Background: an optimization exercise with open tools, aiming at small area. Do not read the settings as production practice.
In this exercise RTL edits were held to simulation tests only and were not proved equivalent to the original.

== run A ==
## adder_tree
module adder_tree (
    input           clk,
    input           rst_n,
    input  [127:0]  s_axis_din_data,
    input           s_axis_din_valid,
    output          s_axis_din_ready,
    output [11:0]   m_axis_dout_data,
    output          m_axis_dout_valid,
    input           m_axis_dout_ready
);
==> flow/config.mk <==
export PLATFORM = sky130hd
export DESIGN_NAME = adder_tree
export DESIGN_NICKNAME = adder_tree
export VERILOG_FILES = /design/flow/design.v
export SDC_FILE = /design/flow/constraint.sdc
export NUM_CORES = 4
export LEC_CHECK = 0
export ABC_AREA = 1
export CAP_MARGIN = 20
export CORE_MARGIN = 2
export CORE_UTILIZATION = 45
export CTS_BUF_LIST = sky130_fd_sc_hd__clkbuf_4
export SETUP_SLACK_MARGIN = 0.05
export SLEW_MARGIN = 20
export SYNTH_HIERARCHICAL = 1
export SYNTH_MINIMUM_KEEP_SIZE = 0
==> flow/constraint.sdc <==
create_clock -name core_clock -period 3.7 [get_ports {clk}]
set_input_delay 0.7400 -clock core_clock [delete_from_list [all_inputs] [get_ports {clk}]]
set_output_delay 0.7400 -clock core_clock [all_outputs]
set_load 0.01 [all_outputs]
run.sh (not shown) runs the stock make flow with config.mk's settings and CLKGATE_MAP_FILE= SYNTH_SCRIPT=/design/flow/synth_recipe.tcl, a recipe that flattens the netlist after the stock synthesis.
> inputs changed (run A -> run B)
- a change of CORE_UTILIZATION from 45 to 65
- a change of SETUP_SLACK_MARGIN from 0.05 to 0
- a deleted CTS_BUF_LIST that had been sky130_fd_sc_hd__clkbuf_4
==> flow/flow/run.sh (new file) <==
#!/bin/bash
# Own layout flow: the standard ORFS flow (standard.sh, unchanged
# synthesis), with two layout choices changed:
#  - the port buffers that global placement inserts on every input and output
#    are the smallest buffer, sky130_fd_sc_hd__buf_1, instead of the default
#    pick (a delay cell), and
#  - clock tree synthesis uses small clock buffers and inserts no dummy loads.
# Every tool's full output is kept: make's output in flow_make.log, and each
# ORFS step's log under orfs/logs/.
set -euo pipefail
cd "$(dirname "${BASH_SOURCE[0]}")/.."
CTS_BUFS="${CTS_BUFS:-sky130_fd_sc_hd__clkbuf_4}"
bash standard.sh REMOVE_ABC_BUFFERS=1 \
  "BUFFER_PORTS_ARGS=-buffer_cell sky130_fd_sc_hd__buf_1" \
  "CTS_ARGS=-sink_clustering_enable -repair_clock_nets -dont_use_dummy_load -sink_clustering_size ${CTS_CLUSTER:-10} -buf_list $CTS_BUFS" \
  finish > flow_make.log 2>&1
test -f out/final.def
==> flow/standard.sh (new file) <==
#!/bin/bash
# synth_recipe.tcl (not shown) runs the flow's synth.tcl, then flattens the netlist and writes it again
# the make line also repeats each setting of config.mk as NAME=value (left out here)
make -C /OpenROAD-flow-scripts/flow DESIGN_CONFIG=/design/flow/config.mk WORK_HOME=/design/flow/orfs CLKGATE_MAP_FILE= SYNTH_SCRIPT=/design/flow/synth_recipe.tcl "${@:-finish}"
removed: flow/run.sh
- The lower count of standard-cell rows came out of run B.
- Worst slack at placement on run B is ahead of run A.
- Between run A and run B, routed length on met2 decreased.
- Number of cells in the finished layout apart from fillers shrinks by a little under 10% when moving from run A to run B.
- Summary of run B over run A: slack of the worst reg-to-reg path now smaller; cell area after layout now smaller.
diff inputs: run B => run C
- SETUP_SLACK_MARGIN: 0 -> 0.05
- ABC_AREA: 1 -> unset
-- flow/flow/run.sh --
<<< run B, line 15
  "CTS_ARGS=-sink_clustering_enable -repair_clock_nets -dont_use_dummy_load -sink_clustering_size ${CTS_CLUSTER:-10} -buf_list $CTS_BUFS" \
>>> run C, line 15
  "CTS_ARGS=-sink_clustering_enable -repair_clock_nets -dont_use_dummy_load -sink_clustering_size ${CTS_CLUSTER:-25} -buf_list $CTS_BUFS" \
==> comparison <==
Routed wire length deteriorates in run C relative to run B. Run B → run C: area share of and/or/nand/nor cells after synthesis now sits higher, post-cts gate resize count climbed 3. [run C vs run B] critical path depth: higher in run C. Worst setup slack on run C is down relative to run B. Taking run B as the reference, in run C last weighted congestion value of the routability-driven placer barely changed, post-synthesis instance total dropped 2, met1 capacity usage during global routing barely changed. For run C, the endpoint of the worst setup timing path was m_axis_dout_data[11], unlike run B, where it was q3_1.
Edits applied to the flow inputs when going from run C to run D:
- changing CORE_UTILIZATION from 65 to 60
- setting ABC_AREA to 1 for the first time
- changing SETUP_SLACK_MARGIN from 0.05 to 0
-- flow/flow/run.sh --
<<< run C, line 15
  "CTS_ARGS=-sink_clustering_enable -repair_clock_nets -dont_use_dummy_load -sink_clustering_size ${CTS_CLUSTER:-25} -buf_list $CTS_BUFS" \
>>> run D, line 15
  "CTS_ARGS=-sink_clustering_enable -repair_clock_nets -dont_use_dummy_load -sink_clustering_size ${CTS_CLUSTER:-10} -buf_list $CTS_BUFS" \
Routed wire length for run D is higher than for run C. Gate count of the mapped netlist for run D: 1.2% up relative to run C. Looking at origin of the worst setup path, the q6_0 result is from run C; the q3_1 one comes from run D. Run D ended with less global routing met1 resource utilization than run C. Diff run C -> run D: setup slack saw an increase, count of clock-buffer cells in the layout stayed essentially flat, routing usage on met2 fell by 3.7 points.
Changes in run E relative to run D:
- setting CTS_BUF_LIST to sky130_fd_sc_hd__clkbuf_4 for the first time
- changing SETUP_SLACK_MARGIN from 0 to 0.05
- changing CORE_UTILIZATION from 60 to 65
==> flow/run.sh (new file) <==
#!/bin/bash
# synth_recipe.tcl (not shown) runs the flow's synth.tcl, then flattens the netlist and writes it again
# the make line also repeats each setting of config.mk as NAME=value (left out here)
make -C /OpenROAD-flow-scripts/flow DESIGN_CONFIG=/design/flow/config.mk WORK_HOME=/design/flow/orfs CLKGATE_MAP_FILE= SYNTH_SCRIPT=/design/flow/synth_recipe.tcl finish
removed: flow/flow/run.sh
removed: flow/standard.sh
==> comparison <==
- As far as post-synthesis xor/xnor area fraction goes, run D and run E are indistinguishable; the numbers are identical.
- Re area of the mapped netlist: no difference whatsoever between run E and run D.
- Comparing run D and run E, initial standard-cell utilization of the core is lower on run D.
- Per the comparison of run E with run D, simple-gate share of the synthesized area held steady; fraction of synthesis flops using an asynchronous set or reset pin held steady; number of synthesized register bits held steady; row count shrank by 1.
- Summary of run D and run E: one run falls short of a clean finish, namely run E.
- Post-synthesis compound-gate area fraction came out exactly the same in run D and run E.
- Taking run D as the reference point, the vertical die dimension of run E falls by about 3.7%.
--- input diff run E..run F ---
- a deleted CTS_BUF_LIST that had been sky130_fd_sc_hd__clkbuf_4
- a change of SETUP_SLACK_MARGIN from 0.05 to -0.1
==> flow/flow/run.sh (new file) <==
#!/bin/bash
# Own layout flow: the standard ORFS flow (standard.sh, unchanged
# synthesis), with two layout choices changed:
#  - the port buffers that global placement inserts on every input and output
#    are the smallest buffer, sky130_fd_sc_hd__buf_1, instead of the default
#    pick (a delay cell), and
#  - clock tree synthesis uses small clock buffers and inserts no dummy loads.
# Every tool's full output is kept: make's output in flow_make.log, and each
# ORFS step's log under orfs/logs/.
set -euo pipefail
cd "$(dirname "${BASH_SOURCE[0]}")/.."
CTS_BUFS="${CTS_BUFS:-sky130_fd_sc_hd__clkbuf_4}"
bash standard.sh REMOVE_ABC_BUFFERS=1 \
  "BUFFER_PORTS_ARGS=-buffer_cell sky130_fd_sc_hd__buf_1" \
  "CTS_ARGS=-sink_clustering_enable -repair_clock_nets -dont_use_dummy_load -sink_clustering_size ${CTS_CLUSTER:-10} -buf_list $CTS_BUFS" \
  finish > flow_make.log 2>&1
test -f out/final.def
==> flow/standard.sh (new file) <==
#!/bin/bash
# synth_recipe.tcl (not shown) runs the flow's synth.tcl, then flattens the netlist and writes it again
# the make line also repeats each setting of config.mk as NAME=value (left out here)
make -C /OpenROAD-flow-scripts/flow DESIGN_CONFIG=/design/flow/config.mk WORK_HOME=/design/flow/orfs CLKGATE_MAP_FILE= SYNTH_SCRIPT=/design/flow/synth_recipe.tcl "${@:-finish}"
removed: flow/run.sh
[summary]
From run F to run E, post-synthesis share of cell area spent on xor and xnor gates did not move at all. Run F: no failed stages, no open violations at the end. Comparing run F against run E, there is no change at all in synthesized flop and latch total. Run F -> run E: synthesized area delta 0, exact match.

## static timing again, ports no longer ideal
The results above use ideal ports. As a check the final layouts listed here were re-extracted and re-timed, cells and wires unchanged.
Step 1, drivers: a clkbuf_16 drives clk and a buf_2 each remaining input, both assumed.
Step 2 times the ports against the registers' clock, not the clock port: input delays grow and output delays shrink by t, the midpoint of the rising clock arrivals with the driver on.
Three values: no drivers, after step 1, after step 2; two values: the first two.
run | shift t [ns] | setup WS [ns] | worst setup path after step 2
run A | 0.312 | 0.078 / 0.075 / -0.238 | input to register
run B | 0.297 | 0.124 / 0.118 / -0.178 | input to register
run C | 0.304 | 0.100 / 0.079 / -0.189 | input to register
run D | 0.306 | 0.118 / 0.098 / -0.189 | input to register
run F | 0.298 | 0.070 / 0.051 / -0.178 | input to register
With both steps, setup timing fails in every run listed, where it was met with ideal ports. The setup slack of run A, which loses most, moves by -0.003 ns with the drivers and by -0.316 ns with both steps.
